This design comes from an exercise in tuning for small area and a short achievable clock period on the open sky130 flow, not from production work. The RTL was checked by simulation tests, not by an equivalence proof against the original design. Power is estimated from default activity; no workload was simulated.

### design/flow/design.v
module PE_cs (
	input              clk          ,
	input              rst_n        ,
	input              reset_pe     ,
	input              write_out_en ,
	input      [15:0]  top_in       ,
	input      [15:0]  left_in      ,
	input      [15:0]  mac_in       ,
	output reg [15:0]  bottom_out   ,
	output reg [15:0]  right_out    ,
	output reg [15:0]  mac_out
);
	wire [15:0] pp0 = {16{left_in[0]}} & top_in[15:0];
	wire [14:0] pp1 = {15{left_in[1]}} & top_in[14:0];
	wire [13:0] pp2 = {14{left_in[2]}} & top_in[13:0];
	wire [12:0] pp3 = {13{left_in[3]}} & top_in[12:0];
	wire [11:0] pp4 = {12{left_in[4]}} & top_in[11:0];
	wire [10:0] pp5 = {11{left_in[5]}} & top_in[10:0];
	wire [9:0] pp6 = {10{left_in[6]}} & top_in[9:0];
	wire [8:0] pp7 = {9{left_in[7]}} & top_in[8:0];
	wire [7:0] pp8 = {8{left_in[8]}} & top_in[7:0];
	wire [6:0] pp9 = {7{left_in[9]}} & top_in[6:0];
	wire [5:0] pp10 = {6{left_in[10]}} & top_in[5:0];
	wire [4:0] pp11 = {5{left_in[11]}} & top_in[4:0];
	wire [3:0] pp12 = {4{left_in[12]}} & top_in[3:0];
	wire [2:0] pp13 = {3{left_in[13]}} & top_in[2:0];
	wire [1:0] pp14 = {2{left_in[14]}} & top_in[1:0];
	wire [0:0] pp15 = {1{left_in[15]}} & top_in[0:0];
	reg  [15:0] accs ;
	reg  [15:1] accc ;
	wire n0, n1;
	HA u_n0 (.a(accs[0]), .b(pp0[0]), .s(n0), .co(n1));
	wire n2, n3;
	FA u_n2 (.a(accc[1]), .b(accs[1]), .c(pp0[1]), .s(n2), .co(n3));
	wire n4, n5;
	HA u_n4 (.a(pp1[0]), .b(n1), .s(n4), .co(n5));
	wire n6, n7;
	FA u_n6 (.a(accc[2]), .b(accs[2]), .c(pp0[2]), .s(n6), .co(n7));
	wire n8, n9;
	FA u_n8 (.a(pp1[1]), .b(pp2[0]), .c(n3), .s(n8), .co(n9));
	wire n10, n11;
	HA u_n10 (.a(n6), .b(n5), .s(n10), .co(n11));
	wire n12, n13;
	FA u_n12 (.a(accc[3]), .b(accs[3]), .c(pp0[3]), .s(n12), .co(n13));
	wire n14, n15;
	FA u_n14 (.a(pp1[2]), .b(pp2[1]), .c(pp3[0]), .s(n14), .co(n15));
	wire n16, n17;
	FA u_n16 (.a(n7), .b(n12), .c(n14), .s(n16), .co(n17));
	wire n18, n19;
	HA u_n18 (.a(n11), .b(n9), .s(n18), .co(n19));
	wire n20, n21;
	FA u_n20 (.a(accc[4]), .b(accs[4]), .c(pp0[4]), .s(n20), .co(n21));
	wire n22, n23;
	FA u_n22 (.a(pp1[3]), .b(pp2[2]), .c(pp3[1]), .s(n22), .co(n23));
	wire n24, n25;
	FA u_n24 (.a(pp4[0]), .b(n13), .c(n15), .s(n24), .co(n25));
	wire n26, n27;
	FA u_n26 (.a(n20), .b(n22), .c(n17), .s(n26), .co(n27));
	wire n28, n29;
	HA u_n28 (.a(n24), .b(n19), .s(n28), .co(n29));
	wire n30, n31;
	FA u_n30 (.a(accc[5]), .b(accs[5]), .c(pp0[5]), .s(n30), .co(n31));
	wire n32, n33;
	FA u_n32 (.a(pp1[4]), .b(pp2[3]), .c(pp3[2]), .s(n32), .co(n33));
	wire n34, n35;
	FA u_n34 (.a(pp4[1]), .b(pp5[0]), .c(n21), .s(n34), .co(n35));
	wire n36, n37;
	FA u_n36 (.a(n23), .b(n30), .c(n32), .s(n36), .co(n37));
	wire n38, n39;
	FA u_n38 (.a(n25), .b(n34), .c(n36), .s(n38), .co(n39));
	wire n40, n41;
	HA u_n40 (.a(n27), .b(n29), .s(n40), .co(n41));
	wire n42, n43;
	FA u_n42 (.a(accc[6]), .b(accs[6]), .c(pp0[6]), .s(n42), .co(n43));
	wire n44, n45;
	FA u_n44 (.a(pp1[5]), .b(pp2[4]), .c(pp3[3]), .s(n44), .co(n45));
	wire n46, n47;
	FA u_n46 (.a(pp4[2]), .b(pp5[1]), .c(pp6[0]), .s(n46), .co(n47));
	wire n48, n49;
	FA u_n48 (.a(n31), .b(n33), .c(n42), .s(n48), .co(n49));
	wire n50, n51;
	FA u_n50 (.a(n44), .b(n46), .c(n35), .s(n50), .co(n51));
	wire n52, n53;
	FA u_n52 (.a(n37), .b(n48), .c(n50), .s(n52), .co(n53));
	wire n54, n55;
	HA u_n54 (.a(n39), .b(n41), .s(n54), .co(n55));
	wire n56, n57;
	FA u_n56 (.a(accc[7]), .b(accs[7]), .c(pp0[7]), .s(n56), .co(n57));
	wire n58, n59;
	FA u_n58 (.a(pp1[6]), .b(pp2[5]), .c(pp3[4]), .s(n58), .co(n59));
	wire n60, n61;
	FA u_n60 (.a(pp4[3]), .b(pp5[2]), .c(pp6[1]), .s(n60), .co(n61));
	wire n62, n63;
	FA u_n62 (.a(pp7[0]), .b(n43), .c(n45), .s(n62), .co(n63));
	wire n64, n65;
	FA u_n64 (.a(n47), .b(n56), .c(n58), .s(n64), .co(n65));
	wire n66, n67;
	FA u_n66 (.a(n60), .b(n49), .c(n62), .s(n66), .co(n67));
	wire n68, n69;
	FA u_n68 (.a(n64), .b(n51), .c(n66), .s(n68), .co(n69));
	wire n70, n71;
	HA u_n70 (.a(n53), .b(n68), .s(n70), .co(n71));
	wire n72, n73;
	FA u_n72 (.a(accc[8]), .b(accs[8]), .c(pp0[8]), .s(n72), .co(n73));
	wire n74, n75;
	FA u_n74 (.a(pp1[7]), .b(pp2[6]), .c(pp3[5]), .s(n74), .co(n75));
	wire n76, n77;
	FA u_n76 (.a(pp4[4]), .b(pp5[3]), .c(pp6[2]), .s(n76), .co(n77));
	wire n78, n79;
	FA u_n78 (.a(pp7[1]), .b(pp8[0]), .c(n57), .s(n78), .co(n79));
	wire n80, n81;
	FA u_n80 (.a(n59), .b(n61), .c(n72), .s(n80), .co(n81));
	wire n82, n83;
	FA u_n82 (.a(n74), .b(n76), .c(n63), .s(n82), .co(n83));
	wire n84, n85;
	FA u_n84 (.a(n65), .b(n78), .c(n80), .s(n84), .co(n85));
	wire n86, n87;
	FA u_n86 (.a(n67), .b(n82), .c(n84), .s(n86), .co(n87));
	wire n88, n89;
	HA u_n88 (.a(n69), .b(n86), .s(n88), .co(n89));
	wire n90, n91;
	FA u_n90 (.a(accc[9]), .b(accs[9]), .c(pp0[9]), .s(n90), .co(n91));
	wire n92, n93;
	FA u_n92 (.a(pp1[8]), .b(pp2[7]), .c(pp3[6]), .s(n92), .co(n93));
	wire n94, n95;
	FA u_n94 (.a(pp4[5]), .b(pp5[4]), .c(pp6[3]), .s(n94), .co(n95));
	wire n96, n97;
	FA u_n96 (.a(pp7[2]), .b(pp8[1]), .c(pp9[0]), .s(n96), .co(n97));
	wire n98, n99;
	FA u_n98 (.a(n73), .b(n75), .c(n77), .s(n98), .co(n99));
	wire n100, n101;
	FA u_n100 (.a(n90), .b(n92), .c(n94), .s(n100), .co(n101));
	wire n102, n103;
	FA u_n102 (.a(n96), .b(n79), .c(n81), .s(n102), .co(n103));
	wire n104, n105;
	FA u_n104 (.a(n98), .b(n100), .c(n83), .s(n104), .co(n105));
	wire n106, n107;
	FA u_n106 (.a(n102), .b(n85), .c(n104), .s(n106), .co(n107));
	wire n108, n109;
	HA u_n108 (.a(n87), .b(n89), .s(n108), .co(n109));
	wire n110, n111;
	FA u_n110 (.a(accc[10]), .b(accs[10]), .c(pp0[10]), .s(n110), .co(n111));
	wire n112, n113;
	FA u_n112 (.a(pp10[0]), .b(pp1[9]), .c(pp2[8]), .s(n112), .co(n113));
	wire n114, n115;
	FA u_n114 (.a(pp3[7]), .b(pp4[6]), .c(pp5[5]), .s(n114), .co(n115));
	wire n116, n117;
	FA u_n116 (.a(pp6[4]), .b(pp7[3]), .c(pp8[2]), .s(n116), .co(n117));
	wire n118, n119;
	FA u_n118 (.a(pp9[1]), .b(n91), .c(n93), .s(n118), .co(n119));
	wire n120, n121;
	FA u_n120 (.a(n95), .b(n97), .c(n110), .s(n120), .co(n121));
	wire n122, n123;
	FA u_n122 (.a(n112), .b(n114), .c(n116), .s(n122), .co(n123));
	wire n124, n125;
	FA u_n124 (.a(n99), .b(n101), .c(n118), .s(n124), .co(n125));
	wire n126, n127;
	FA u_n126 (.a(n120), .b(n122), .c(n103), .s(n126), .co(n127));
	wire n128, n129;
	FA u_n128 (.a(n124), .b(n105), .c(n126), .s(n128), .co(n129));
	wire n130, n131;
	HA u_n130 (.a(n107), .b(n128), .s(n130), .co(n131));
	wire n132, n133;
	FA u_n132 (.a(accc[11]), .b(accs[11]), .c(pp0[11]), .s(n132), .co(n133));
	wire n134, n135;
	FA u_n134 (.a(pp10[1]), .b(pp11[0]), .c(pp1[10]), .s(n134), .co(n135));
	wire n136, n137;
	FA u_n136 (.a(pp2[9]), .b(pp3[8]), .c(pp4[7]), .s(n136), .co(n137));
	wire n138, n139;
	FA u_n138 (.a(pp5[6]), .b(pp6[5]), .c(pp7[4]), .s(n138), .co(n139));
	wire n140, n141;
	FA u_n140 (.a(pp8[3]), .b(pp9[2]), .c(n111), .s(n140), .co(n141));
	wire n142, n143;
	FA u_n142 (.a(n113), .b(n115), .c(n117), .s(n142), .co(n143));
	wire n144, n145;
	FA u_n144 (.a(n132), .b(n134), .c(n136), .s(n144), .co(n145));
	wire n146, n147;
	FA u_n146 (.a(n138), .b(n119), .c(n121), .s(n146), .co(n147));
	wire n148, n149;
	FA u_n148 (.a(n123), .b(n140), .c(n142), .s(n148), .co(n149));
	wire n150, n151;
	FA u_n150 (.a(n144), .b(n125), .c(n146), .s(n150), .co(n151));
	wire n152, n153;
	FA u_n152 (.a(n148), .b(n127), .c(n150), .s(n152), .co(n153));
	wire n154, n155;
	HA u_n154 (.a(n129), .b(n152), .s(n154), .co(n155));
	wire n156, n157;
	FA u_n156 (.a(accc[12]), .b(accs[12]), .c(pp0[12]), .s(n156), .co(n157));
	wire n158, n159;
	FA u_n158 (.a(pp10[2]), .b(pp11[1]), .c(pp12[0]), .s(n158), .co(n159));
	wire n160, n161;
	FA u_n160 (.a(pp1[11]), .b(pp2[10]), .c(pp3[9]), .s(n160), .co(n161));
	wire n162, n163;
	FA u_n162 (.a(pp4[8]), .b(pp5[7]), .c(pp6[6]), .s(n162), .co(n163));
	wire n164, n165;
	FA u_n164 (.a(pp7[5]), .b(pp8[4]), .c(pp9[3]), .s(n164), .co(n165));
	wire n166, n167;
	FA u_n166 (.a(n133), .b(n135), .c(n137), .s(n166), .co(n167));
	wire n168, n169;
	FA u_n168 (.a(n139), .b(n156), .c(n158), .s(n168), .co(n169));
	wire n170, n171;
	FA u_n170 (.a(n160), .b(n162), .c(n164), .s(n170), .co(n171));
	wire n172, n173;
	FA u_n172 (.a(n141), .b(n143), .c(n145), .s(n172), .co(n173));
	wire n174, n175;
	FA u_n174 (.a(n166), .b(n168), .c(n170), .s(n174), .co(n175));
	wire n176, n177;
	FA u_n176 (.a(n147), .b(n149), .c(n172), .s(n176), .co(n177));
	wire n178, n179;
	FA u_n178 (.a(n174), .b(n151), .c(n176), .s(n178), .co(n179));
	wire n180, n181;
	HA u_n180 (.a(n153), .b(n178), .s(n180), .co(n181));
	wire n182, n183;
	FA u_n182 (.a(accc[13]), .b(accs[13]), .c(pp0[13]), .s(n182), .co(n183));
	wire n184, n185;
	FA u_n184 (.a(pp10[3]), .b(pp11[2]), .c(pp12[1]), .s(n184), .co(n185));
	wire n186, n187;
	FA u_n186 (.a(pp13[0]), .b(pp1[12]), .c(pp2[11]), .s(n186), .co(n187));
	wire n188, n189;
	FA u_n188 (.a(pp3[10]), .b(pp4[9]), .c(pp5[8]), .s(n188), .co(n189));
	wire n190, n191;
	FA u_n190 (.a(pp6[7]), .b(pp7[6]), .c(pp8[5]), .s(n190), .co(n191));
	wire n192, n193;
	FA u_n192 (.a(pp9[4]), .b(n157), .c(n159), .s(n192), .co(n193));
	wire n194, n195;
	FA u_n194 (.a(n161), .b(n163), .c(n165), .s(n194), .co(n195));
	wire n196, n197;
	FA u_n196 (.a(n182), .b(n184), .c(n186), .s(n196), .co(n197));
	wire n198, n199;
	FA u_n198 (.a(n188), .b(n190), .c(n167), .s(n198), .co(n199));
	wire n200, n201;
	FA u_n200 (.a(n169), .b(n171), .c(n192), .s(n200), .co(n201));
	wire n202, n203;
	FA u_n202 (.a(n194), .b(n196), .c(n173), .s(n202), .co(n203));
	wire n204, n205;
	FA u_n204 (.a(n198), .b(n175), .c(n200), .s(n204), .co(n205));
	wire n206, n207;
	FA u_n206 (.a(n177), .b(n202), .c(n204), .s(n206), .co(n207));
	wire n208, n209;
	HA u_n208 (.a(n179), .b(n206), .s(n208), .co(n209));
	wire n210, n211;
	FA u_n210 (.a(accc[14]), .b(accs[14]), .c(pp0[14]), .s(n210), .co(n211));
	wire n212, n213;
	FA u_n212 (.a(pp10[4]), .b(pp11[3]), .c(pp12[2]), .s(n212), .co(n213));
	wire n214, n215;
	FA u_n214 (.a(pp13[1]), .b(pp14[0]), .c(pp1[13]), .s(n214), .co(n215));
	wire n216, n217;
	FA u_n216 (.a(pp2[12]), .b(pp3[11]), .c(pp4[10]), .s(n216), .co(n217));
	wire n218, n219;
	FA u_n218 (.a(pp5[9]), .b(pp6[8]), .c(pp7[7]), .s(n218), .co(n219));
	wire n220, n221;
	FA u_n220 (.a(pp8[6]), .b(pp9[5]), .c(n183), .s(n220), .co(n221));
	wire n222, n223;
	FA u_n222 (.a(n185), .b(n187), .c(n189), .s(n222), .co(n223));
	wire n224, n225;
	FA u_n224 (.a(n191), .b(n210), .c(n212), .s(n224), .co(n225));
	wire n226, n227;
	FA u_n226 (.a(n214), .b(n216), .c(n218), .s(n226), .co(n227));
	wire n228, n229;
	FA u_n228 (.a(n193), .b(n195), .c(n197), .s(n228), .co(n229));
	wire n230, n231;
	FA u_n230 (.a(n220), .b(n222), .c(n224), .s(n230), .co(n231));
	wire n232, n233;
	FA u_n232 (.a(n226), .b(n199), .c(n201), .s(n232), .co(n233));
	wire n234, n235;
	FA u_n234 (.a(n228), .b(n230), .c(n203), .s(n234), .co(n235));
	wire n236, n237;
	FA u_n236 (.a(n205), .b(n232), .c(n234), .s(n236), .co(n237));
	wire n238, n239;
	HA u_n238 (.a(n207), .b(n209), .s(n238), .co(n239));
	wire n240, n241;
	FA u_n240 (.a(accc[15]), .b(accs[15]), .c(pp0[15]), .s(n240), .co(n241));
	wire n242, n243;
	FA u_n242 (.a(pp10[5]), .b(pp11[4]), .c(pp12[3]), .s(n242), .co(n243));
	wire n244, n245;
	FA u_n244 (.a(pp13[2]), .b(pp14[1]), .c(pp15[0]), .s(n244), .co(n245));
	wire n246, n247;
	FA u_n246 (.a(pp1[14]), .b(pp2[13]), .c(pp3[12]), .s(n246), .co(n247));
	wire n248, n249;
	FA u_n248 (.a(pp4[11]), .b(pp5[10]), .c(pp6[9]), .s(n248), .co(n249));
	wire n250, n251;
	FA u_n250 (.a(pp7[8]), .b(pp8[7]), .c(pp9[6]), .s(n250), .co(n251));
	wire n252, n253;
	FA u_n252 (.a(n211), .b(n213), .c(n215), .s(n252), .co(n253));
	wire n254, n255;
	FA u_n254 (.a(n217), .b(n219), .c(n240), .s(n254), .co(n255));
	wire n256, n257;
	FA u_n256 (.a(n242), .b(n244), .c(n246), .s(n256), .co(n257));
	wire n258, n259;
	FA u_n258 (.a(n248), .b(n250), .c(n221), .s(n258), .co(n259));
	wire n260, n261;
	FA u_n260 (.a(n223), .b(n225), .c(n227), .s(n260), .co(n261));
	wire n262, n263;
	FA u_n262 (.a(n252), .b(n254), .c(n256), .s(n262), .co(n263));
	wire n264, n265;
	FA u_n264 (.a(n229), .b(n258), .c(n231), .s(n264), .co(n265));
	wire n266, n267;
	FA u_n266 (.a(n260), .b(n262), .c(n233), .s(n266), .co(n267));
	wire n268, n269;
	FA u_n268 (.a(n264), .b(n235), .c(n266), .s(n268), .co(n269));
	wire n270, n271;
	HA u_n270 (.a(n237), .b(n268), .s(n270), .co(n271));
	wire [15:0] ra = {n239, n236, n181, n155, n131, n109, n106, n71, n55, n52, n38, n26, n16, n10, n2, n0};
	wire [15:0] rb = {n270, n238, n208, n180, n154, n130, n108, n88, n70, n54, n40, n28, n18, n8, n4, 1'b0};
	wire [15:0] nxs = ra;
	wire [15:1] nxc = rb[15:1];
	wire [15:0] acc = accs + {accc, 1'b0} ;
	always @(posedge clk or negedge rst_n) begin
		if (!rst_n) begin
			accs       <= 16'd0 ;
			accc       <= 15'd0 ;
			bottom_out <= 16'd0 ;
			right_out  <= 16'd0 ;
			mac_out    <= 16'd0 ;
		end
		else begin
			accs       <= reset_pe ? 16'd0 : nxs ;
			accc       <= reset_pe ? 15'd0 : nxc ;
			bottom_out <= top_in ;
			right_out  <= left_in ;
			mac_out    <= write_out_en ? mac_in : acc ;
		end
	end
endmodule
module FA (input a, input b, input c, output s, output co);
	assign s  = a ^ b ^ c ;
	assign co = (a & b) | (a & c) | (b & c) ;
endmodule
module HA (input a, input b, output s, output co);
	assign s  = a ^ b ;
	assign co = a & b ;
endmodule
module PE_array #(
    parameter DATA_WIDTH    = 16 ,
    parameter SYSTOLIC_SIZE = 4
) (
    input                                       clk          ,
    input                                       rst_n        ,
    input                                       reset_pe     ,
    input                                       write_out_en ,
    input  [SYSTOLIC_SIZE * DATA_WIDTH - 1 : 0] wgt_in       ,
    input  [SYSTOLIC_SIZE * DATA_WIDTH - 1 : 0] ifm_in       ,
    output [SYSTOLIC_SIZE * DATA_WIDTH - 1 : 0] ofm_out
);
    wire [15:0] dn  [0:3][0:3] ;
    wire [15:0] rt  [0:3][0:3] ;
    wire [15:0] mo  [0:3][0:3] ;
    PE_cs pe_0_0 (
        .clk (clk), .rst_n (rst_n), .reset_pe (reset_pe), .write_out_en (write_out_en),
        .top_in (wgt_in[15:0]), .left_in (ifm_in[15:0]), .mac_in (mo[0][1]),
        .bottom_out (dn[0][0]), .right_out (rt[0][0]), .mac_out (mo[0][0])
    );
    PE_cs pe_0_1 (
        .clk (clk), .rst_n (rst_n), .reset_pe (reset_pe), .write_out_en (write_out_en),
        .top_in (wgt_in[31:16]), .left_in (rt[0][0]), .mac_in (mo[0][2]),
        .bottom_out (dn[0][1]), .right_out (rt[0][1]), .mac_out (mo[0][1])
    );
    PE_cs pe_0_2 (
        .clk (clk), .rst_n (rst_n), .reset_pe (reset_pe), .write_out_en (write_out_en),
        .top_in (wgt_in[47:32]), .left_in (rt[0][1]), .mac_in (mo[0][3]),
        .bottom_out (dn[0][2]), .right_out (rt[0][2]), .mac_out (mo[0][2])
    );
    PE_cs pe_0_3 (
        .clk (clk), .rst_n (rst_n), .reset_pe (reset_pe), .write_out_en (write_out_en),
        .top_in (wgt_in[63:48]), .left_in (rt[0][2]), .mac_in (16'd0),
        .bottom_out (dn[0][3]), .right_out (rt[0][3]), .mac_out (mo[0][3])
    );
    PE_cs pe_1_0 (
        .clk (clk), .rst_n (rst_n), .reset_pe (reset_pe), .write_out_en (write_out_en),
        .top_in (dn[0][0]), .left_in (ifm_in[31:16]), .mac_in (mo[1][1]),
        .bottom_out (dn[1][0]), .right_out (rt[1][0]), .mac_out (mo[1][0])
    );
    PE_cs pe_1_1 (
        .clk (clk), .rst_n (rst_n), .reset_pe (reset_pe), .write_out_en (write_out_en),
        .top_in (dn[0][1]), .left_in (rt[1][0]), .mac_in (mo[1][2]),
        .bottom_out (dn[1][1]), .right_out (rt[1][1]), .mac_out (mo[1][1])
    );
    PE_cs pe_1_2 (
        .clk (clk), .rst_n (rst_n), .reset_pe (reset_pe), .write_out_en (write_out_en),
        .top_in (dn[0][2]), .left_in (rt[1][1]), .mac_in (mo[1][3]),
        .bottom_out (dn[1][2]), .right_out (rt[1][2]), .mac_out (mo[1][2])
    );
    PE_cs pe_1_3 (
        .clk (clk), .rst_n (rst_n), .reset_pe (reset_pe), .write_out_en (write_out_en),
        .top_in (dn[0][3]), .left_in (rt[1][2]), .mac_in (16'd0),
        .bottom_out (dn[1][3]), .right_out (rt[1][3]), .mac_out (mo[1][3])
    );
    PE_cs pe_2_0 (
        .clk (clk), .rst_n (rst_n), .reset_pe (reset_pe), .write_out_en (write_out_en),
        .top_in (dn[1][0]), .left_in (ifm_in[47:32]), .mac_in (mo[2][1]),
        .bottom_out (dn[2][0]), .right_out (rt[2][0]), .mac_out (mo[2][0])
    );
    PE_cs pe_2_1 (
        .clk (clk), .rst_n (rst_n), .reset_pe (reset_pe), .write_out_en (write_out_en),
        .top_in (dn[1][1]), .left_in (rt[2][0]), .mac_in (mo[2][2]),
        .bottom_out (dn[2][1]), .right_out (rt[2][1]), .mac_out (mo[2][1])
    );
    PE_cs pe_2_2 (
        .clk (clk), .rst_n (rst_n), .reset_pe (reset_pe), .write_out_en (write_out_en),
        .top_in (dn[1][2]), .left_in (rt[2][1]), .mac_in (mo[2][3]),
        .bottom_out (dn[2][2]), .right_out (rt[2][2]), .mac_out (mo[2][2])
    );
    PE_cs pe_2_3 (
        .clk (clk), .rst_n (rst_n), .reset_pe (reset_pe), .write_out_en (write_out_en),
        .top_in (dn[1][3]), .left_in (rt[2][2]), .mac_in (16'd0),
        .bottom_out (dn[2][3]), .right_out (rt[2][3]), .mac_out (mo[2][3])
    );
    PE_cs pe_3_0 (
        .clk (clk), .rst_n (rst_n), .reset_pe (reset_pe), .write_out_en (write_out_en),
        .top_in (dn[2][0]), .left_in (ifm_in[63:48]), .mac_in (mo[3][1]),
        .bottom_out (dn[3][0]), .right_out (rt[3][0]), .mac_out (mo[3][0])
    );
    PE_cs pe_3_1 (
        .clk (clk), .rst_n (rst_n), .reset_pe (reset_pe), .write_out_en (write_out_en),
        .top_in (dn[2][1]), .left_in (rt[3][0]), .mac_in (mo[3][2]),
        .bottom_out (dn[3][1]), .right_out (rt[3][1]), .mac_out (mo[3][1])
    );
    PE_cs pe_3_2 (
        .clk (clk), .rst_n (rst_n), .reset_pe (reset_pe), .write_out_en (write_out_en),
        .top_in (dn[2][2]), .left_in (rt[3][1]), .mac_in (mo[3][3]),
        .bottom_out (dn[3][2]), .right_out (rt[3][2]), .mac_out (mo[3][2])
    );
    PE_cs pe_3_3 (
        .clk (clk), .rst_n (rst_n), .reset_pe (reset_pe), .write_out_en (write_out_en),
        .top_in (dn[2][3]), .left_in (rt[3][2]), .mac_in (16'd0),
        .bottom_out (dn[3][3]), .right_out (rt[3][3]), .mac_out (mo[3][3])
    );
    assign ofm_out[15:0] = mo[0][0] ;
    assign ofm_out[31:16] = mo[1][0] ;
    assign ofm_out[47:32] = mo[2][0] ;
    assign ofm_out[63:48] = mo[3][0] ;
endmodule
### design/flow/run.sh
#!/bin/bash
# synth_recipe.tcl (not shown) runs the flow's synth.tcl, then flattens the netlist and writes it again
# the make line also repeats each setting of config.mk as NAME=value (left out here)
make -C /OpenROAD-flow-scripts/flow DESIGN_CONFIG=/design/flow/config.mk WORK_HOME=/design/flow/orfs CLKGATE_MAP_FILE= SYNTH_SCRIPT=/design/flow/synth_recipe.tcl finish
### design/flow/config.mk
export PLATFORM = sky130hd
export DESIGN_NAME = PE_array
export DESIGN_NICKNAME = PE_array
export VERILOG_FILES = /design/flow/design.v
export SDC_FILE = /design/flow/constraint.sdc
export NUM_CORES = 4
export LEC_CHECK = 0
export CAP_MARGIN = 20
export CORE_MARGIN = 2
export CORE_UTILIZATION = 40
export PLACE_DENSITY = 0.6
export SLEW_MARGIN = 20
export SYNTH_HIERARCHICAL = 1
export SYNTH_MINIMUM_KEEP_SIZE = 0
### design/flow/constraint.sdc
create_clock -name core_clock -period 6.5 [get_ports {clk}]
set_input_delay 1.3000 -clock core_clock [delete_from_list [all_inputs] [get_ports {clk}]]
set_output_delay 1.3000 -clock core_clock [all_outputs]
set_load 0.01 [all_outputs]
==> flow_summary.ini <==
[power_and_ir_drop]
power.density_nw_per_um2 = 377
p_leak_nw = 50.6
ir_drop_uv = 308

[sta]
fin_setup_tns_ns = 0
finalHoldViolCount = 0
fmax_ghz = 0.202
tightest_slew_ns = 0.913
finalMaxSlewViolations = 0
rsz0062_at_grt = false
period_minus_slack_ns = 4.96
relSlewSlack = 0.391
setup_violations = 0
finalCritPeriodShare = 0.763
finClkSkew_ns = 0.0333

[place]
dp_hpwl_um = 203000
portBuffers = 195
gp_congestion = 0.892
place_area_sq_um = 107000

[drt]
drt_pass1_iterations = 5
antenna_left = 0
vias = 60756
avgRoutedWirePerCell_um = 22.7
viasPerCell = 5.17
drt-initial-drc-count = 3966
drc = 0
wl_um = 267000

[worst_setup_path]
cp.required_ns = 7.14
critPathMaxFanout = 15
critPathKind = input pin to flop
cp-end-kind = flop
worstPathArrival_ns = 5.60
start_kind = input pin

[final_layout]
final_common_cell = and2_1
finalInstanceArea_sq_um = 111000
area_delta_synth_final_pct = 10.3
fin_nets = 10830
final_cell_mix = and2_1, fa_1, dfrtp_1
layout.area.seq_sq_um = 28400
drive_above_1_share = 0.0483
n_fill_cell = 22809
multi_input_area_sq_um = 71300

[die]
core_sq_um = 251000
die_y_um = 506
dieArea_sq_um = 256000
die_w_um = 506
rows = 184
initial_core_util = 0.402
pin_count = 196

[global_routing]
antenna_found_initial = 33
grt_pass1_vias = 71001
grt_use_total = 0.217
grt_first_pass_wirelength_um = 426000
grt_max_degree = 155
gr-total-overflow = 0

[yosys]
synth_area_per_cell_sq_um = 12.4
syn_inst = 8129
yosysWarnings = 8
synth_area_sq_um = 101000

[run_status]
status = complete, no violations

[clock_tree]
hold_buffers = 0
clockBufferDepth = 3
clock_sinks = 1136
cts_setup_buffers = 0
clock_latency_ns = 0.81
post_cts_resized = 0
root_buffer = clkbuf_16
ctsHtreeMaxLevel = 4
cts_tree = built
path_clk_slew_ns = 0.05
numCtsBuffers = 135

[flow_run]
maxCapViolCount = 0

[worst_hold_path]
hold_class = flop to flop
## where the power goes
| part | internal [mW] | switching (mW) | total [mW] |
|---|---|---|---|
| Sequential | 8.86 | 1.61 | 10.5 |
| Combinational | 11.9 | 11.7 | 23.6 |
| Clock | 4.54 | 3.33 | 7.87 |
| Total | 25.3 | 16.7 | 41.9 |
## metal layers
layer | global-route usage | wire [um] | up-vias
met4 | 0.0655 | 8390 | 10
li1 | - | - | 25921
met2 | 0.367 | 133000 | 1622
met5 | 0 | 55 | -
met3 | 0.0315 | 12600 | 486
met1 | 0.289 | 112000 | 32717
## worst max-delay path: stages
cell and delay [ns]:
clkdlybuf4s50_1 0.77, and2_1 0.37, fa_1 0.51, fa_1 0.48, fa_1 0.42, fa_1 0.39, fa_1 0.51, fa_1 0.42
ha_1 0.29, nor2b_1 0.13
## final timing paths
path / to / slack, ns / start / cells past startpoint
worst max-delay path: pe_1_0.accc[15] / 1.54 / ifm_in[18] / 10
worst min-delay path: pe_0_1.right_out[15] / 0.38 / pe_0_0.right_out[15] / 0
worst max register to register: pe_2_1.accc[15] / 2.10 / pe_2_0.right_out[2] / 9
worst min register to register: pe_0_1.right_out[15] / 0.38 / pe_0_0.right_out[15] / 0
max in group asynchronous: pe_1_3.bottom_out[6] / 4.50 / rst_n / 3
min in group asynchronous: pe_3_3.accc[6] / 0.42 / rst_n / 1
## cell type report
| class | instances | share of cell area |
|---|---|---|
| clock buffers | 168 | 0.0333 |
| repair buffers | 241 | 0.0223 |
| well taps | 3348 | 0.0376 |
| multi-input cells | 6688 | 0.641 |
| diodes | 10 | 0.000225 |
| inverters | 80 | 0.00270 |
| clock inverters | 74 | 0.00775 |
| flip-flops and latches | 1136 | 0.255 |
## per-stage QoR
step / total power [mW] / utilization / hold slack (ns) / setup slack [ns] / cells
CTS: 42.6 / 0.443 / 0.377 / 1.59 / 11735
floorplan: 27.4 / - / 0.347 / 1.75 / 8192
global placement: 33.8 / 0.425 / 0.367 / 0.786 / 11493
finish: 41.9 / 0.443 / 0.376 / 1.54 / 11745
detailed placement: 34.4 / 0.425 / 0.364 / 0.758 / 11493
global route: 46.6 / 0.443 / 0.395 / 1.47 / 11736

==> port drivers added, routing unchanged <==
The results above use ideal ports. As a check the final layout listed here was re-extracted and re-timed, cells and wires unchanged.
Step 1 sets driving cells, clkbuf_16 on the clock port and buf_2 on the other inputs (assumed; they add their load-dependent delay and slew).
Step 2 also shifts input and output timing later by t, the mid clock arrival at the registers, as if the neighbouring blocks saw the same clock.
Slacks: no drivers / after step 1 / after step 2; pairs: no drivers / after step 1.
t (ns): 0.877
slack for setup (ns): 1.540 / 1.578 / 0.701
clock arrival spread, ns: 0.038 / 0.038
cell pins on the clock port's net: 1
After both steps setup and hold are still met in this run. For this run, drivers alone change the setup slack by +0.038 ns; drivers and shift together by -0.839 ns.
